From an optimization exercise on the open Yosys and OpenROAD flow, aimed at small area; shortcuts taken in it are not production practice. Function was checked by simulation only, so behaviour that the tests miss may differ from the original.

--- design/flow/flow/run.sh ---
#!/bin/bash
# Standard layout, but the port buffers that placement inserts use the smallest buffer cell.
set -euo pipefail
export BUFFER_PORTS_ARGS="-buffer_cell sky130_fd_sc_hd__buf_1"
bash standard.sh > standard.log 2>&1
--- design/flow/standard.sh ---
#!/bin/bash
# synth_recipe.tcl (not shown) runs the flow's synth.tcl, then flattens the netlist and writes it again
# the make line also repeats each setting of config.mk as NAME=value (left out here)
make -C /OpenROAD-flow-scripts/flow DESIGN_CONFIG=/design/flow/config.mk WORK_HOME=/design/flow/orfs CLKGATE_MAP_FILE= SYNTH_SCRIPT=/design/flow/synth_recipe.tcl "${@:-finish}"
--- design/flow/config.mk ---
export PLATFORM = sky130hd
export DESIGN_NAME = Cordic
export DESIGN_NICKNAME = Cordic
export VERILOG_FILES = /design/flow/design.v
export SDC_FILE = /design/flow/constraint.sdc
export NUM_CORES = 4
export LEC_CHECK = 0
export CAP_MARGIN = 20
export CORE_MARGIN = 2
export CORE_UTILIZATION = 40
export CTS_BUF_LIST = sky130_fd_sc_hd__clkbuf_4 sky130_fd_sc_hd__clkbuf_8
export CTS_CLUSTER_DIAMETER = 100
export CTS_CLUSTER_SIZE = 18
export GPL_TIMING_DRIVEN = 0
export SLEW_MARGIN = 20
--- design/flow/constraint.sdc ---
create_clock -name core_clock -period 3.2 [get_ports {clk}]
set_input_delay 0.6400 -clock core_clock [delete_from_list [all_inputs] [get_ports {clk}]]
set_output_delay 0.6400 -clock core_clock [all_outputs]
set_load 0.01 [all_outputs]
--- design/flow/design.v ---
module CordicMachine #(parameter N = 4, parameter FIRST = 0) (
	input [N-1:0] a,
	input [N-1:0] b,
	input ci,
	output [N-1:0] s,
	output co
);
	wire [N:0] c;
	wire [N-1:0] ls;
	assign c[0] = FIRST ? ci : 1'b0;
	genvar j;
	generate for (j = 0; j < N; j = j + 1) begin : bit_
		assign ls[j] = a[j] ^ b[j] ^ c[j];
		assign c[j+1] = (a[j] & b[j]) | (c[j] & (a[j] ^ b[j]));
	end endgenerate
	generate if (FIRST) begin : rip
		assign s = ls;
		assign co = c[N];
	end else begin : inc
		wire [N:0] p;   
		assign p[0] = 1'b1;
		for (j = 0; j < N; j = j + 1) begin : pre
			assign p[j+1] = p[j] & ls[j];
			assign s[j] = ls[j] ^ (ci & p[j]);
		end
		assign co = c[N] | (ci & p[N]);
	end endgenerate
endmodule
module Cordic(
	input clk,
	input [12:0] x_0,
	input [12:0] y_0,
	input [12:0] z_0,
	output [12:0] x_N,
	output [12:0] y_N,
	output [12:0] z_N
);
	wire [12:0] xs0 = x_0, ys0 = y_0;
	wire [12:0] zs0 = z_0;
	wire d0 = zs0[12];   
	wire signed [12:0] xss0 = xs0, yss0 = ys0;
	wire [12:0] xsh0 = xss0 >>> 0, ysh0 = yss0 >>> 0;
	wire [12:0] bx0 = ysh0 ^ {13{~d0}}, by0 = xsh0 ^ {13{d0}};
	wire [12:0] xn0, yn0;
	wire cx0_3;
	CordicMachine #(.N(3), .FIRST(1)) ax0_0 (.a(xs0[2:0]), .b(bx0[2:0]), .ci(~d0), .s(xn0[2:0]), .co(cx0_3));
	wire cx0_6;
	CordicMachine #(.N(3), .FIRST(0)) ax0_1 (.a(xs0[5:3]), .b(bx0[5:3]), .ci(cx0_3), .s(xn0[5:3]), .co(cx0_6));
	wire cx0_9;
	CordicMachine #(.N(3), .FIRST(0)) ax0_2 (.a(xs0[8:6]), .b(bx0[8:6]), .ci(cx0_6), .s(xn0[8:6]), .co(cx0_9));
	wire cx0_13;
	CordicMachine #(.N(4), .FIRST(0)) ax0_3 (.a(xs0[12:9]), .b(bx0[12:9]), .ci(cx0_9), .s(xn0[12:9]), .co(cx0_13));
	wire cy0_3;
	CordicMachine #(.N(3), .FIRST(1)) ay0_0 (.a(ys0[2:0]), .b(by0[2:0]), .ci(d0), .s(yn0[2:0]), .co(cy0_3));
	wire cy0_6;
	CordicMachine #(.N(3), .FIRST(0)) ay0_1 (.a(ys0[5:3]), .b(by0[5:3]), .ci(cy0_3), .s(yn0[5:3]), .co(cy0_6));
	wire cy0_9;
	CordicMachine #(.N(3), .FIRST(0)) ay0_2 (.a(ys0[8:6]), .b(by0[8:6]), .ci(cy0_6), .s(yn0[8:6]), .co(cy0_9));
	wire cy0_13;
	CordicMachine #(.N(4), .FIRST(0)) ay0_3 (.a(ys0[12:9]), .b(by0[12:9]), .ci(cy0_9), .s(yn0[12:9]), .co(cy0_13));
	wire [12:0] zf0;
	wire [12:0] za0 = {~d0, d0, ~d0, d0, d0, ~d0, 1'b1, 1'b0, 1'b0, 1'b0, 1'b0, 1'b0, 1'b0};   
	assign zf0[5:0] = zs0[5:0];
	wire cz0_11;
	CordicMachine #(.N(5), .FIRST(1)) az0_0 (.a(zs0[10:6]), .b(za0[10:6]), .ci(1'b0), .s(zf0[10:6]), .co(cz0_11));
	wire cz0_13;
	CordicMachine #(.N(2), .FIRST(0)) az0_1 (.a(zs0[12:11]), .b(za0[12:11]), .ci(cz0_11), .s(zf0[12:11]), .co(cz0_13));
	localparam [12:0] IM1 = 13'd6, JM1 = 13'd6;   
	localparam [12:0] KM1 = 13'd576;
	reg [12:0] xr1; reg [12:1] yr1; reg [12:0] zr1;
	always @(posedge clk) begin xr1 <= xn0 ^ IM1; yr1 <= yn0[12:1] ^ JM1[12:1]; zr1 <= zf0[12:0] ^ KM1; end
	wire [12:0] xs1 = xr1 ^ IM1, ys1 = {yr1 ^ JM1[12:1], xs1[0]};   
	wire [12:0] zs1 = zr1 ^ KM1;
	wire d1 = zs1[12];   
	wire signed [12:0] xss1 = xs1, yss1 = ys1;
	wire [12:0] xsh1 = xss1 >>> 1, ysh1 = yss1 >>> 1;
	wire [12:0] bx1 = ysh1 ^ {13{~d1}}, by1 = xsh1 ^ {13{d1}};
	wire [12:0] xn1, yn1;
	wire cx1_3;
	CordicMachine #(.N(3), .FIRST(1)) ax1_0 (.a(xs1[2:0]), .b(bx1[2:0]), .ci(~d1), .s(xn1[2:0]), .co(cx1_3));
	wire cx1_6;
	CordicMachine #(.N(3), .FIRST(0)) ax1_1 (.a(xs1[5:3]), .b(bx1[5:3]), .ci(cx1_3), .s(xn1[5:3]), .co(cx1_6));
	wire cx1_9;
	CordicMachine #(.N(3), .FIRST(0)) ax1_2 (.a(xs1[8:6]), .b(bx1[8:6]), .ci(cx1_6), .s(xn1[8:6]), .co(cx1_9));
	wire cx1_13;
	CordicMachine #(.N(4), .FIRST(0)) ax1_3 (.a(xs1[12:9]), .b(bx1[12:9]), .ci(cx1_9), .s(xn1[12:9]), .co(cx1_13));
	wire cy1_3;
	CordicMachine #(.N(3), .FIRST(1)) ay1_0 (.a(ys1[2:0]), .b(by1[2:0]), .ci(d1), .s(yn1[2:0]), .co(cy1_3));
	wire cy1_6;
	CordicMachine #(.N(3), .FIRST(0)) ay1_1 (.a(ys1[5:3]), .b(by1[5:3]), .ci(cy1_3), .s(yn1[5:3]), .co(cy1_6));
	wire cy1_9;
	CordicMachine #(.N(3), .FIRST(0)) ay1_2 (.a(ys1[8:6]), .b(by1[8:6]), .ci(cy1_6), .s(yn1[8:6]), .co(cy1_9));
	wire cy1_13;
	CordicMachine #(.N(4), .FIRST(0)) ay1_3 (.a(ys1[12:9]), .b(by1[12:9]), .ci(cy1_9), .s(yn1[12:9]), .co(cy1_13));
	wire [11:0] zf1;
	wire [11:0] za1 = {~d1, d1, d1, ~d1, d1, ~d1, d1, ~d1, ~d1, 1'b1, 1'b0, 1'b0};   
	assign zf1[1:0] = zs1[1:0];
	wire cz1_7;
	CordicMachine #(.N(5), .FIRST(1)) az1_0 (.a(zs1[6:2]), .b(za1[6:2]), .ci(1'b0), .s(zf1[6:2]), .co(cz1_7));
	wire cz1_12;
	CordicMachine #(.N(5), .FIRST(0)) az1_1 (.a(zs1[11:7]), .b(za1[11:7]), .ci(cz1_7), .s(zf1[11:7]), .co(cz1_12));
	localparam [12:0] IM2 = 13'd6, JM2 = 13'd6;   
	localparam [11:0] KM2 = 12'd20;
	reg [12:0] xr2, yr2; reg [11:0] zr2;
	always @(posedge clk) begin xr2 <= xn1 ^ IM2; yr2 <= yn1 ^ JM2; zr2 <= zf1[11:0] ^ KM2; end
	wire [12:0] xs2 = xr2 ^ IM2, ys2 = yr2 ^ JM2;
	wire [11:0] zs2 = zr2 ^ KM2;
	wire d2 = zs2[11];   
	wire signed [12:0] xss2 = xs2, yss2 = ys2;
	wire [12:0] xsh2 = xss2 >>> 2, ysh2 = yss2 >>> 2;
	wire [12:0] bx2 = ysh2 ^ {13{~d2}}, by2 = xsh2 ^ {13{d2}};
	wire [12:0] xn2, yn2;
	wire cx2_3;
	CordicMachine #(.N(3), .FIRST(1)) ax2_0 (.a(xs2[2:0]), .b(bx2[2:0]), .ci(~d2), .s(xn2[2:0]), .co(cx2_3));
	wire cx2_6;
	CordicMachine #(.N(3), .FIRST(0)) ax2_1 (.a(xs2[5:3]), .b(bx2[5:3]), .ci(cx2_3), .s(xn2[5:3]), .co(cx2_6));
	wire cx2_9;
	CordicMachine #(.N(3), .FIRST(0)) ax2_2 (.a(xs2[8:6]), .b(bx2[8:6]), .ci(cx2_6), .s(xn2[8:6]), .co(cx2_9));
	wire cx2_13;
	CordicMachine #(.N(4), .FIRST(0)) ax2_3 (.a(xs2[12:9]), .b(bx2[12:9]), .ci(cx2_9), .s(xn2[12:9]), .co(cx2_13));
	wire cy2_3;
	CordicMachine #(.N(3), .FIRST(1)) ay2_0 (.a(ys2[2:0]), .b(by2[2:0]), .ci(d2), .s(yn2[2:0]), .co(cy2_3));
	wire cy2_6;
	CordicMachine #(.N(3), .FIRST(0)) ay2_1 (.a(ys2[5:3]), .b(by2[5:3]), .ci(cy2_3), .s(yn2[5:3]), .co(cy2_6));
	wire cy2_9;
	CordicMachine #(.N(3), .FIRST(0)) ay2_2 (.a(ys2[8:6]), .b(by2[8:6]), .ci(cy2_6), .s(yn2[8:6]), .co(cy2_9));
	wire cy2_13;
	CordicMachine #(.N(4), .FIRST(0)) ay2_3 (.a(ys2[12:9]), .b(by2[12:9]), .ci(cy2_9), .s(yn2[12:9]), .co(cy2_13));
	wire [10:0] zf2;
	wire [10:0] za2 = {~d2, d2, d2, d2, ~d2, ~d2, ~d2, ~d2, ~d2, 1'b1, 1'b0};   
	assign zf2[0:0] = zs2[0:0];
	wire cz2_6;
	CordicMachine #(.N(5), .FIRST(1)) az2_0 (.a(zs2[5:1]), .b(za2[5:1]), .ci(1'b0), .s(zf2[5:1]), .co(cz2_6));
	wire cz2_11;
	CordicMachine #(.N(5), .FIRST(0)) az2_1 (.a(zs2[10:6]), .b(za2[10:6]), .ci(cz2_6), .s(zf2[10:6]), .co(cz2_11));
	localparam [12:0] IM3 = 13'd6, JM3 = 13'd6;   
	localparam [10:0] KM3 = 11'd24;
	reg [12:0] xr3, yr3; reg [10:0] zr3;
	always @(posedge clk) begin xr3 <= xn2 ^ IM3; yr3 <= yn2 ^ JM3; zr3 <= zf2[10:0] ^ KM3; end
	wire [12:0] xs3 = xr3 ^ IM3, ys3 = yr3 ^ JM3;
	wire [10:0] zs3 = zr3 ^ KM3;
	wire d3 = zs3[10];   
	wire signed [12:0] xss3 = xs3, yss3 = ys3;
	wire [12:0] xsh3 = xss3 >>> 3, ysh3 = yss3 >>> 3;
	wire [12:0] bx3 = ysh3 ^ {13{~d3}}, by3 = xsh3 ^ {13{d3}};
	wire [12:0] xn3, yn3;
	wire cx3_3;
	CordicMachine #(.N(3), .FIRST(1)) ax3_0 (.a(xs3[2:0]), .b(bx3[2:0]), .ci(~d3), .s(xn3[2:0]), .co(cx3_3));
	wire cx3_6;
	CordicMachine #(.N(3), .FIRST(0)) ax3_1 (.a(xs3[5:3]), .b(bx3[5:3]), .ci(cx3_3), .s(xn3[5:3]), .co(cx3_6));
	wire cx3_9;
	CordicMachine #(.N(3), .FIRST(0)) ax3_2 (.a(xs3[8:6]), .b(bx3[8:6]), .ci(cx3_6), .s(xn3[8:6]), .co(cx3_9));
	wire cx3_13;
	CordicMachine #(.N(4), .FIRST(0)) ax3_3 (.a(xs3[12:9]), .b(bx3[12:9]), .ci(cx3_9), .s(xn3[12:9]), .co(cx3_13));
	wire cy3_3;
	CordicMachine #(.N(3), .FIRST(1)) ay3_0 (.a(ys3[2:0]), .b(by3[2:0]), .ci(d3), .s(yn3[2:0]), .co(cy3_3));
	wire cy3_6;
	CordicMachine #(.N(3), .FIRST(0)) ay3_1 (.a(ys3[5:3]), .b(by3[5:3]), .ci(cy3_3), .s(yn3[5:3]), .co(cy3_6));
	wire cy3_9;
	CordicMachine #(.N(3), .FIRST(0)) ay3_2 (.a(ys3[8:6]), .b(by3[8:6]), .ci(cy3_6), .s(yn3[8:6]), .co(cy3_9));
	wire cy3_13;
	CordicMachine #(.N(4), .FIRST(0)) ay3_3 (.a(ys3[12:9]), .b(by3[12:9]), .ci(cy3_9), .s(yn3[12:9]), .co(cy3_13));
	wire [9:0] zf3;
	wire [9:0] za3 = {~d3, d3, d3, d3, ~d3, ~d3, 1'b1, 1'b0, 1'b0, 1'b0};   
	assign zf3[2:0] = zs3[2:0];
	wire cz3_8;
	CordicMachine #(.N(5), .FIRST(1)) az3_0 (.a(zs3[7:3]), .b(za3[7:3]), .ci(1'b0), .s(zf3[7:3]), .co(cz3_8));
	wire cz3_10;
	CordicMachine #(.N(2), .FIRST(0)) az3_1 (.a(zs3[9:8]), .b(za3[9:8]), .ci(cz3_8), .s(zf3[9:8]), .co(cz3_10));
	localparam [12:0] IM4 = 13'd6, JM4 = 13'd6;   
	localparam [9:0] KM4 = 10'd16;
	reg [12:0] xr4, yr4; reg [9:0] zr4;
	always @(posedge clk) begin xr4 <= xn3 ^ IM4; yr4 <= yn3 ^ JM4; zr4 <= zf3[9:0] ^ KM4; end
	wire [12:0] xs4 = xr4 ^ IM4, ys4 = yr4 ^ JM4;
	wire [9:0] zs4 = zr4 ^ KM4;
	wire d4 = zs4[9];   
	wire signed [12:0] xss4 = xs4, yss4 = ys4;
	wire [12:0] xsh4 = xss4 >>> 4, ysh4 = yss4 >>> 4;
	wire [12:0] bx4 = ysh4 ^ {13{~d4}}, by4 = xsh4 ^ {13{d4}};
	wire [12:0] xn4, yn4;
	wire cx4_3;
	CordicMachine #(.N(3), .FIRST(1)) ax4_0 (.a(xs4[2:0]), .b(bx4[2:0]), .ci(~d4), .s(xn4[2:0]), .co(cx4_3));
	wire cx4_6;
	CordicMachine #(.N(3), .FIRST(0)) ax4_1 (.a(xs4[5:3]), .b(bx4[5:3]), .ci(cx4_3), .s(xn4[5:3]), .co(cx4_6));
	wire cx4_9;
	CordicMachine #(.N(3), .FIRST(0)) ax4_2 (.a(xs4[8:6]), .b(bx4[8:6]), .ci(cx4_6), .s(xn4[8:6]), .co(cx4_9));
	wire cx4_13;
	CordicMachine #(.N(4), .FIRST(0)) ax4_3 (.a(xs4[12:9]), .b(bx4[12:9]), .ci(cx4_9), .s(xn4[12:9]), .co(cx4_13));
	wire cy4_3;
	CordicMachine #(.N(3), .FIRST(1)) ay4_0 (.a(ys4[2:0]), .b(by4[2:0]), .ci(d4), .s(yn4[2:0]), .co(cy4_3));
	wire cy4_6;
	CordicMachine #(.N(3), .FIRST(0)) ay4_1 (.a(ys4[5:3]), .b(by4[5:3]), .ci(cy4_3), .s(yn4[5:3]), .co(cy4_6));
	wire cy4_9;
	CordicMachine #(.N(3), .FIRST(0)) ay4_2 (.a(ys4[8:6]), .b(by4[8:6]), .ci(cy4_6), .s(yn4[8:6]), .co(cy4_9));
	wire cy4_13;
	CordicMachine #(.N(4), .FIRST(0)) ay4_3 (.a(ys4[12:9]), .b(by4[12:9]), .ci(cy4_9), .s(yn4[12:9]), .co(cy4_13));
	wire [8:0] zf4;
	wire [8:0] za4 = {~d4, d4, d4, d4, ~d4, ~d4, 1'b1, 1'b0, 1'b0};   
	assign zf4[1:0] = zs4[1:0];
	wire cz4_7;
	CordicMachine #(.N(5), .FIRST(1)) az4_0 (.a(zs4[6:2]), .b(za4[6:2]), .ci(1'b0), .s(zf4[6:2]), .co(cz4_7));
	wire cz4_9;
	CordicMachine #(.N(2), .FIRST(0)) az4_1 (.a(zs4[8:7]), .b(za4[8:7]), .ci(cz4_7), .s(zf4[8:7]), .co(cz4_9));
	localparam [12:0] IM5 = 13'd6, JM5 = 13'd6;   
	localparam [8:0] KM5 = 9'd0;
	reg [12:0] xr5, yr5; reg [8:0] zr5;
	always @(posedge clk) begin xr5 <= xn4 ^ IM5; yr5 <= yn4 ^ JM5; zr5 <= zf4[8:0] ^ KM5; end
	wire [12:0] xs5 = xr5 ^ IM5, ys5 = yr5 ^ JM5;
	wire [8:0] zs5 = zr5 ^ KM5;
	wire d5 = zs5[8];   
	wire signed [12:0] xss5 = xs5, yss5 = ys5;
	wire [12:0] xsh5 = xss5 >>> 5, ysh5 = yss5 >>> 5;
	wire [12:0] bx5 = ysh5 ^ {13{~d5}}, by5 = xsh5 ^ {13{d5}};
	wire [12:0] xn5, yn5;
	wire cx5_3;
	CordicMachine #(.N(3), .FIRST(1)) ax5_0 (.a(xs5[2:0]), .b(bx5[2:0]), .ci(~d5), .s(xn5[2:0]), .co(cx5_3));
	wire cx5_6;
	CordicMachine #(.N(3), .FIRST(0)) ax5_1 (.a(xs5[5:3]), .b(bx5[5:3]), .ci(cx5_3), .s(xn5[5:3]), .co(cx5_6));
	wire cx5_9;
	CordicMachine #(.N(3), .FIRST(0)) ax5_2 (.a(xs5[8:6]), .b(bx5[8:6]), .ci(cx5_6), .s(xn5[8:6]), .co(cx5_9));
	wire cx5_13;
	CordicMachine #(.N(4), .FIRST(0)) ax5_3 (.a(xs5[12:9]), .b(bx5[12:9]), .ci(cx5_9), .s(xn5[12:9]), .co(cx5_13));
	wire cy5_3;
	CordicMachine #(.N(3), .FIRST(1)) ay5_0 (.a(ys5[2:0]), .b(by5[2:0]), .ci(d5), .s(yn5[2:0]), .co(cy5_3));
	wire cy5_6;
	CordicMachine #(.N(3), .FIRST(0)) ay5_1 (.a(ys5[5:3]), .b(by5[5:3]), .ci(cy5_3), .s(yn5[5:3]), .co(cy5_6));
	wire cy5_9;
	CordicMachine #(.N(3), .FIRST(0)) ay5_2 (.a(ys5[8:6]), .b(by5[8:6]), .ci(cy5_6), .s(yn5[8:6]), .co(cy5_9));
	wire cy5_13;
	CordicMachine #(.N(4), .FIRST(0)) ay5_3 (.a(ys5[12:9]), .b(by5[12:9]), .ci(cy5_9), .s(yn5[12:9]), .co(cy5_13));
	wire [7:0] zf5;
	wire [7:0] za5 = {~d5, d5, d5, d5, ~d5, ~d5, 1'b1, 1'b0};   
	assign zf5[0:0] = zs5[0:0];
	wire cz5_6;
	CordicMachine #(.N(5), .FIRST(1)) az5_0 (.a(zs5[5:1]), .b(za5[5:1]), .ci(1'b0), .s(zf5[5:1]), .co(cz5_6));
	wire cz5_8;
	CordicMachine #(.N(2), .FIRST(0)) az5_1 (.a(zs5[7:6]), .b(za5[7:6]), .ci(cz5_6), .s(zf5[7:6]), .co(cz5_8));
	localparam [12:0] IM6 = 13'd6, JM6 = 13'd6;   
	localparam [7:0] KM6 = 8'd0;
	reg [12:0] xr6, yr6; reg [7:0] zr6;
	always @(posedge clk) begin xr6 <= xn5 ^ IM6; yr6 <= yn5 ^ JM6; zr6 <= zf5[7:0] ^ KM6; end
	wire [12:0] xs6 = xr6 ^ IM6, ys6 = yr6 ^ JM6;
	wire [7:0] zs6 = zr6 ^ KM6;
	wire d6 = zs6[7];   
	wire signed [12:0] xss6 = xs6, yss6 = ys6;
	wire [12:0] xsh6 = xss6 >>> 6, ysh6 = yss6 >>> 6;
	wire [12:0] bx6 = ysh6 ^ {13{~d6}}, by6 = xsh6 ^ {13{d6}};
	wire [12:0] xn6, yn6;
	wire cx6_3;
	CordicMachine #(.N(3), .FIRST(1)) ax6_0 (.a(xs6[2:0]), .b(bx6[2:0]), .ci(~d6), .s(xn6[2:0]), .co(cx6_3));
	wire cx6_6;
	CordicMachine #(.N(3), .FIRST(0)) ax6_1 (.a(xs6[5:3]), .b(bx6[5:3]), .ci(cx6_3), .s(xn6[5:3]), .co(cx6_6));
	wire cx6_9;
	CordicMachine #(.N(3), .FIRST(0)) ax6_2 (.a(xs6[8:6]), .b(bx6[8:6]), .ci(cx6_6), .s(xn6[8:6]), .co(cx6_9));
	wire cx6_13;
	CordicMachine #(.N(4), .FIRST(0)) ax6_3 (.a(xs6[12:9]), .b(bx6[12:9]), .ci(cx6_9), .s(xn6[12:9]), .co(cx6_13));
	wire cy6_3;
	CordicMachine #(.N(3), .FIRST(1)) ay6_0 (.a(ys6[2:0]), .b(by6[2:0]), .ci(d6), .s(yn6[2:0]), .co(cy6_3));
	wire cy6_6;
	CordicMachine #(.N(3), .FIRST(0)) ay6_1 (.a(ys6[5:3]), .b(by6[5:3]), .ci(cy6_3), .s(yn6[5:3]), .co(cy6_6));
	wire cy6_9;
	CordicMachine #(.N(3), .FIRST(0)) ay6_2 (.a(ys6[8:6]), .b(by6[8:6]), .ci(cy6_6), .s(yn6[8:6]), .co(cy6_9));
	wire cy6_13;
	CordicMachine #(.N(4), .FIRST(0)) ay6_3 (.a(ys6[12:9]), .b(by6[12:9]), .ci(cy6_9), .s(yn6[12:9]), .co(cy6_13));
	wire [6:0] zf6;
	wire [6:0] za6 = {~d6, d6, d6, d6, ~d6, ~d6, 1'b1};   
	wire cz6_5;
	CordicMachine #(.N(5), .FIRST(1)) az6_0 (.a(zs6[4:0]), .b(za6[4:0]), .ci(1'b0), .s(zf6[4:0]), .co(cz6_5));
	wire cz6_7;
	CordicMachine #(.N(2), .FIRST(0)) az6_1 (.a(zs6[6:5]), .b(za6[6:5]), .ci(cz6_5), .s(zf6[6:5]), .co(cz6_7));
	localparam [12:0] IM7 = 13'd6, JM7 = 13'd6;   
	localparam [6:0] KM7 = 7'd0;
	reg [12:0] xr7, yr7; reg [6:0] zr7;
	always @(posedge clk) begin xr7 <= xn6 ^ IM7; yr7 <= yn6 ^ JM7; zr7 <= zf6[6:0] ^ KM7; end
	wire [12:0] xs7 = xr7 ^ IM7, ys7 = yr7 ^ JM7;
	wire [6:0] zs7 = zr7 ^ KM7;
	wire d7 = zs7[6];   
	wire signed [12:0] xss7 = xs7, yss7 = ys7;
	wire [12:0] xsh7 = xss7 >>> 7, ysh7 = yss7 >>> 7;
	wire [12:0] bx7 = ysh7 ^ {13{~d7}}, by7 = xsh7 ^ {13{d7}};
	wire [12:0] xn7, yn7;
	wire cx7_3;
	CordicMachine #(.N(3), .FIRST(1)) ax7_0 (.a(xs7[2:0]), .b(bx7[2:0]), .ci(~d7), .s(xn7[2:0]), .co(cx7_3));
	wire cx7_6;
	CordicMachine #(.N(3), .FIRST(0)) ax7_1 (.a(xs7[5:3]), .b(bx7[5:3]), .ci(cx7_3), .s(xn7[5:3]), .co(cx7_6));
	wire cx7_9;
	CordicMachine #(.N(3), .FIRST(0)) ax7_2 (.a(xs7[8:6]), .b(bx7[8:6]), .ci(cx7_6), .s(xn7[8:6]), .co(cx7_9));
	wire cx7_13;
	CordicMachine #(.N(4), .FIRST(0)) ax7_3 (.a(xs7[12:9]), .b(bx7[12:9]), .ci(cx7_9), .s(xn7[12:9]), .co(cx7_13));
	wire cy7_3;
	CordicMachine #(.N(3), .FIRST(1)) ay7_0 (.a(ys7[2:0]), .b(by7[2:0]), .ci(d7), .s(yn7[2:0]), .co(cy7_3));
	wire cy7_6;
	CordicMachine #(.N(3), .FIRST(0)) ay7_1 (.a(ys7[5:3]), .b(by7[5:3]), .ci(cy7_3), .s(yn7[5:3]), .co(cy7_6));
	wire cy7_9;
	CordicMachine #(.N(3), .FIRST(0)) ay7_2 (.a(ys7[8:6]), .b(by7[8:6]), .ci(cy7_6), .s(yn7[8:6]), .co(cy7_9));
	wire cy7_13;
	CordicMachine #(.N(4), .FIRST(0)) ay7_3 (.a(ys7[12:9]), .b(by7[12:9]), .ci(cy7_9), .s(yn7[12:9]), .co(cy7_13));
	wire [5:0] zf7;
	wire [5:0] za7 = {~d7, d7, d7, 1'b1, 1'b0, 1'b0};   
	assign zf7[1:0] = zs7[1:0];
	wire cz7_6;
	CordicMachine #(.N(4), .FIRST(1)) az7_0 (.a(zs7[5:2]), .b(za7[5:2]), .ci(1'b0), .s(zf7[5:2]), .co(cz7_6));
	localparam [12:0] IM8 = 13'd6, JM8 = 13'd6;   
	localparam [5:0] KM8 = 6'd0;
	reg [12:0] xr8, yr8; reg [5:0] zr8;
	always @(posedge clk) begin xr8 <= xn7 ^ IM8; yr8 <= yn7 ^ JM8; zr8 <= zf7[5:0] ^ KM8; end
	wire [12:0] xs8 = xr8 ^ IM8, ys8 = yr8 ^ JM8;
	wire [5:0] zs8 = zr8 ^ KM8;
	wire d8 = zs8[5];   
	wire signed [12:0] xss8 = xs8, yss8 = ys8;
	wire [12:0] xsh8 = xss8 >>> 8, ysh8 = yss8 >>> 8;
	wire [12:0] bx8 = ysh8 ^ {13{~d8}}, by8 = xsh8 ^ {13{d8}};
	wire [12:0] xn8, yn8;
	wire cx8_3;
	CordicMachine #(.N(3), .FIRST(1)) ax8_0 (.a(xs8[2:0]), .b(bx8[2:0]), .ci(~d8), .s(xn8[2:0]), .co(cx8_3));
	wire cx8_6;
	CordicMachine #(.N(3), .FIRST(0)) ax8_1 (.a(xs8[5:3]), .b(bx8[5:3]), .ci(cx8_3), .s(xn8[5:3]), .co(cx8_6));
	wire cx8_9;
	CordicMachine #(.N(3), .FIRST(0)) ax8_2 (.a(xs8[8:6]), .b(bx8[8:6]), .ci(cx8_6), .s(xn8[8:6]), .co(cx8_9));
	wire cx8_13;
	CordicMachine #(.N(4), .FIRST(0)) ax8_3 (.a(xs8[12:9]), .b(bx8[12:9]), .ci(cx8_9), .s(xn8[12:9]), .co(cx8_13));
	wire cy8_3;
	CordicMachine #(.N(3), .FIRST(1)) ay8_0 (.a(ys8[2:0]), .b(by8[2:0]), .ci(d8), .s(yn8[2:0]), .co(cy8_3));
	wire cy8_6;
	CordicMachine #(.N(3), .FIRST(0)) ay8_1 (.a(ys8[5:3]), .b(by8[5:3]), .ci(cy8_3), .s(yn8[5:3]), .co(cy8_6));
	wire cy8_9;
	CordicMachine #(.N(3), .FIRST(0)) ay8_2 (.a(ys8[8:6]), .b(by8[8:6]), .ci(cy8_6), .s(yn8[8:6]), .co(cy8_9));
	wire cy8_13;
	CordicMachine #(.N(4), .FIRST(0)) ay8_3 (.a(ys8[12:9]), .b(by8[12:9]), .ci(cy8_9), .s(yn8[12:9]), .co(cy8_13));
	wire [4:0] zf8;
	wire [4:0] za8 = {~d8, d8, d8, 1'b1, 1'b0};   
	assign zf8[0:0] = zs8[0:0];
	wire cz8_5;
	CordicMachine #(.N(4), .FIRST(1)) az8_0 (.a(zs8[4:1]), .b(za8[4:1]), .ci(1'b0), .s(zf8[4:1]), .co(cz8_5));
	localparam [12:0] IM9 = 13'd6, JM9 = 13'd6;   
	localparam [4:0] KM9 = 5'd2;
	reg [12:0] xr9, yr9; reg [4:0] zr9;
	always @(posedge clk) begin xr9 <= xn8 ^ IM9; yr9 <= yn8 ^ JM9; zr9 <= zf8[4:0] ^ KM9; end
	wire [12:0] xs9 = xr9 ^ IM9, ys9 = yr9 ^ JM9;
	wire [4:0] zs9 = zr9 ^ KM9;
	wire d9 = zs9[4];   
	wire signed [12:0] xss9 = xs9, yss9 = ys9;
	wire [12:0] xsh9 = xss9 >>> 9, ysh9 = yss9 >>> 9;
	wire [12:0] bx9 = ysh9 ^ {13{~d9}}, by9 = xsh9 ^ {13{d9}};
	wire [12:0] xn9, yn9;
	wire cx9_3;
	CordicMachine #(.N(3), .FIRST(1)) ax9_0 (.a(xs9[2:0]), .b(bx9[2:0]), .ci(~d9), .s(xn9[2:0]), .co(cx9_3));
	wire cx9_6;
	CordicMachine #(.N(3), .FIRST(0)) ax9_1 (.a(xs9[5:3]), .b(bx9[5:3]), .ci(cx9_3), .s(xn9[5:3]), .co(cx9_6));
	wire cx9_9;
	CordicMachine #(.N(3), .FIRST(0)) ax9_2 (.a(xs9[8:6]), .b(bx9[8:6]), .ci(cx9_6), .s(xn9[8:6]), .co(cx9_9));
	wire cx9_13;
	CordicMachine #(.N(4), .FIRST(0)) ax9_3 (.a(xs9[12:9]), .b(bx9[12:9]), .ci(cx9_9), .s(xn9[12:9]), .co(cx9_13));
	wire cy9_3;
	CordicMachine #(.N(3), .FIRST(1)) ay9_0 (.a(ys9[2:0]), .b(by9[2:0]), .ci(d9), .s(yn9[2:0]), .co(cy9_3));
	wire cy9_6;
	CordicMachine #(.N(3), .FIRST(0)) ay9_1 (.a(ys9[5:3]), .b(by9[5:3]), .ci(cy9_3), .s(yn9[5:3]), .co(cy9_6));
	wire cy9_9;
	CordicMachine #(.N(3), .FIRST(0)) ay9_2 (.a(ys9[8:6]), .b(by9[8:6]), .ci(cy9_6), .s(yn9[8:6]), .co(cy9_9));
	wire cy9_13;
	CordicMachine #(.N(4), .FIRST(0)) ay9_3 (.a(ys9[12:9]), .b(by9[12:9]), .ci(cy9_9), .s(yn9[12:9]), .co(cy9_13));
	wire [3:0] zf9;
	wire [3:0] za9 = {~d9, d9, d9, 1'b1};   
	wire cz9_4;
	CordicMachine #(.N(4), .FIRST(1)) az9_0 (.a(zs9[3:0]), .b(za9[3:0]), .ci(1'b0), .s(zf9[3:0]), .co(cz9_4));
	localparam [12:0] IM10 = 13'd0, JM10 = 13'd0;   
	localparam [3:0] KM10 = 4'd0;
	reg [12:0] xr10, yr10; reg [3:0] zr10;
	always @(posedge clk) begin xr10 <= xn9 ^ IM10; yr10 <= yn9 ^ JM10; zr10 <= zf9[3:0] ^ KM10; end
	wire [12:0] xs10 = xr10 ^ IM10, ys10 = yr10 ^ JM10;
	wire [3:0] zs10 = zr10 ^ KM10;
	assign x_N = xs10;
	assign y_N = ys10;
	assign z_N = {{9{zs10[3]}}, zs10};
endmodule
==> results_dict.tcl <==
set metrics [dict create \
    synth_fp_nets 1730 \
    drive_above_1_share 0.06767 \
    avgSynthCellArea_sq_um 13.05 \
    die-area_sq_um 45970 \
    numCtsBuffers 23 \
    syn_inst 1357 \
    busiest_layer "met2" \
    worstSetupEndpointType "register" \
    grt_pass1_wl_microns 46480 \
    track_usage 0.1231 \
    drt_pass1_iterations 4 \
    grt_pass1_vias 9961 \
    hold_path.class "in -> reg" \
    fmax_ghz 0.3283 \
    finClkSkew_ns 0.02725 \
    die_w_microns 214.4 \
    vias 9304 \
    ios 79 \
    yosys.area.top_type "dfxtp_1" \
    place_hpwl_microns 23050 \
    synth_area_sq_um 17710 \
    fin_crit_sh 0.9519 \
    crit_path_start_kind "register" \
    synth_top_area_share 0.3889 \
    ys_warn_count 1 \
    grtUsageMet2 0.2605 \
    die_h_microns 214.4 \
    synth_edf_count 0 \
    drt_iter0_markers 215 \
    status "no timing/DRC/antenna violations" \
    initial_core_util 0.4031 \
    slew_violations 0 \
    gp_congestion 0.8200 \
    cts_max_level 1 \
    synth_area_leaders "dfxtp_1 39%, fa_1 23%, ha_1 9.3%" \
    period_minus_slack_ns 3.046 \
    critPathKind "reg -> reg" \
    drt_wl_total_microns 27400 \
    slew_headroom 0.4722 \
    final_area_sq_um 19300 \
    ys.flop_type "dfxtp_1" \
    grt_remaining_overflow 0 \
    tightest_slew_ns 0.7890 \
    area_growth_pct 9.008 \
    portBuffers 78 \
    place_area_sq_um 18750 \
    arrival_ns 3.54 \
    synth.distinct_cells 30 \
    ys_async_sr_fraction 0 \
    clk_pin_slew_worst_paths_ns 0.11 \
    clock_path_buffers 3 \
    worstHoldPathCells 1 \
    hold_viol 0 \
    drcViolationCount 0 \
    rr_worst_depth 10 \
    core_area_sq_um 43930 \
    antenna_found_initial 0 \
    grt_util_met1 0.1184 \
    required_ns 3.70 \
    antennaDiodeCount 0 \
    ant_nets 0 \
    root_buffer "clkbuf_8" \
    yosys-top-cells-count "344 x dfxtp_1, 201 x fa_1, 187 x xnor2_1" \
    seq_area_frac_synth 0.3889 \
    wire_per_inst_microns 13.33 \
    clkLatencyLatePin_ns 0.59 \
    ys_ff_latch 344 \
    vias_per_cell 4.527 \
    synth_most_common_cell "dfxtp_1" \
    grt_use_met3 0.01830 \
    grt_max_degree 20 \
    whs_ns 0.1524 \
    cts_tree "done" \
    post_cts_hold_buffer_count 0 \
    nets 1835 \
    crit_path_max_fanout 10 \
    final_core_util 0.4394 \
    finalSetupViolCount 0 \
    cap_violations 0 \
    cts_sinks 344 \
    num_rows 77 \
]
[sequential cells by signal, indices dropped and copies added, names as in the netlist, 13 cells and up]
name / count
yr2: 13
yr6: 13
xr1: 13
xr7: 13
xr10: 13
xr3: 13
yr9: 13
xr2: 13
yr3: 13
xr5: 13
yr8: 13
xr4: 13
zr1: 13
xr9: 13
xr8: 13
yr7: 13
yr10: 13
xr6: 13
yr5: 13
yr4: 13
[logic make-up (layout without fill, tap and decap cells)]
family,after synthesis,after routing,synth area share
buf+inv,113,219,0.02770
simple gates,123,123,0.03942
mux,11,11,0.006288
flops,344,344,0.3889
xor+xnor,367,367,0.1896
fa+ha+maj,333,333,0.3205
compound gates,66,66,0.02770
[through the flow]
| stage | setup slack (ns) | TNS [ns] | std cells |
|---|---|---|---|
| global route | -0.006040 | -0.006040 | 2055 |
| CTS | 0.002275 | 0 | 2052 |
| detailed placement | -0.5519 | -16.72 | 2027 |
| floorplan | 0.0002258 | 0 | 1357 |
| finish | 0.1538 | 0 | 2055 |
| global placement | -0.5122 | -15.48 | 2027 |
[worst paths after layout]
| check | startpoint | slack, ns | endpoint |
|---|---|---|---|
| max | zr6[7]$_DFF_P_ | 0.15 | yr7[10]$_DFF_P_ |
| min | z_0[2] | 0.15 | zr1[2]$_DFF_P_ |
| max reg2reg | zr6[7]$_DFF_P_ | 0.15 | yr7[10]$_DFF_P_ |
| min reg2reg | zr2[0]$_DFF_P_ | 0.32 | zr3[0]$_DFF_P_ |
[layer usage]
metal  share of wire  vias to the layer above
met2            0.59                       90
li1                -                     4627
met1            0.35                     4536
met5               0                        -
met4           0.033                        0
met3           0.025                       51
[cell type report]
class,instances,area (sq um)
Buffer,27,216.5
Clock buffer,24,330.3
Clock inverter,2,23.77
Fill cell,4143,24630
Inverter,84,315.3
Multi-Input combinational cell,900,10460
Sequential cell,344,6899
Tap cell,592,740.7
Timing Repair Buffer,82,322.8
[cells in the final DEF (no fill, tap or decap), types with 2 or more instances in the layout]
cell type / instances
inv_2: 4
dfxtp_1: 336
xor2_4: 4
nand3_1: 49
xor2_1: 163
xnor2_2: 5
nand4_1: 40
buf_1: 78
buf_6: 3
inv_1: 80
xnor2_4: 4
mux2i_1: 10
clkbuf_8: 24
o21ai_1: 11
a21oi_1: 6
xor2_2: 5
nand2_1: 3
dfxtp_2: 7
nor2_1: 9
fa_1: 201
nand2b_1: 4
a41oi_1: 19
xnor2_1: 186
clkbuf_4: 3
o21ai_2: 11
ha_1: 132
a41o_1: 16
buf_4: 22
nand3b_1: 15
buf_2: 2
[critical path: stages, from the launching register on]
cell     delay [ns]
dfxtp_2        0.42
buf_4          0.24
buf_6          0.21
xor2_4         0.15
ha_1           0.25
fa_1           0.42
fa_1           0.53
a41oi_1        0.28
o21ai_2        0.13
ha_1           0.21
xor2_1         0.13
[what timing repair did]
item / 4_1_cts / 5_1_grt
pin swaps: 0 / 1
gates resized for setup: 25 / 21
buffers inserted: 0 / 4
endpoints found under the setup margin: 63 / 50

## what the ideal ports hide
No port has a modelled driver above. Below, the same layout with a new extraction and two added sets of constraints.
Step 1 (the two cells are an assumption about what drives the block):
set clk [get_ports {clk}]
set_driving_cell -lib_cell sky130_fd_sc_hd__clkbuf_16 $clk
set_driving_cell -lib_cell sky130_fd_sc_hd__buf_2 [delete_from_list [all_inputs] $clk]
Step 2 times the ports against the registers' clock, not the clock port: input delays grow and output delays shrink by t, the midpoint of the rising clock arrivals with the driver on.
a / b / c = no drivers / after step 1 / after step 2; a / b = the first two.
shift t [ns]: 0.613
slack for setup (ns): 0.154 / 0.154 / -0.418
hold WS [ns]: 0.152 / 0.134 / 0.318
clock arrival spread, ns: 0.041 / 0.042
worst register clock-pin slew, ns: 0.11 / 0.11
Met with ideal ports but missed after step 2: setup timing in this run. For this run, drivers alone change the setup slack by 0.000 ns; drivers and shift together by -0.572 ns.
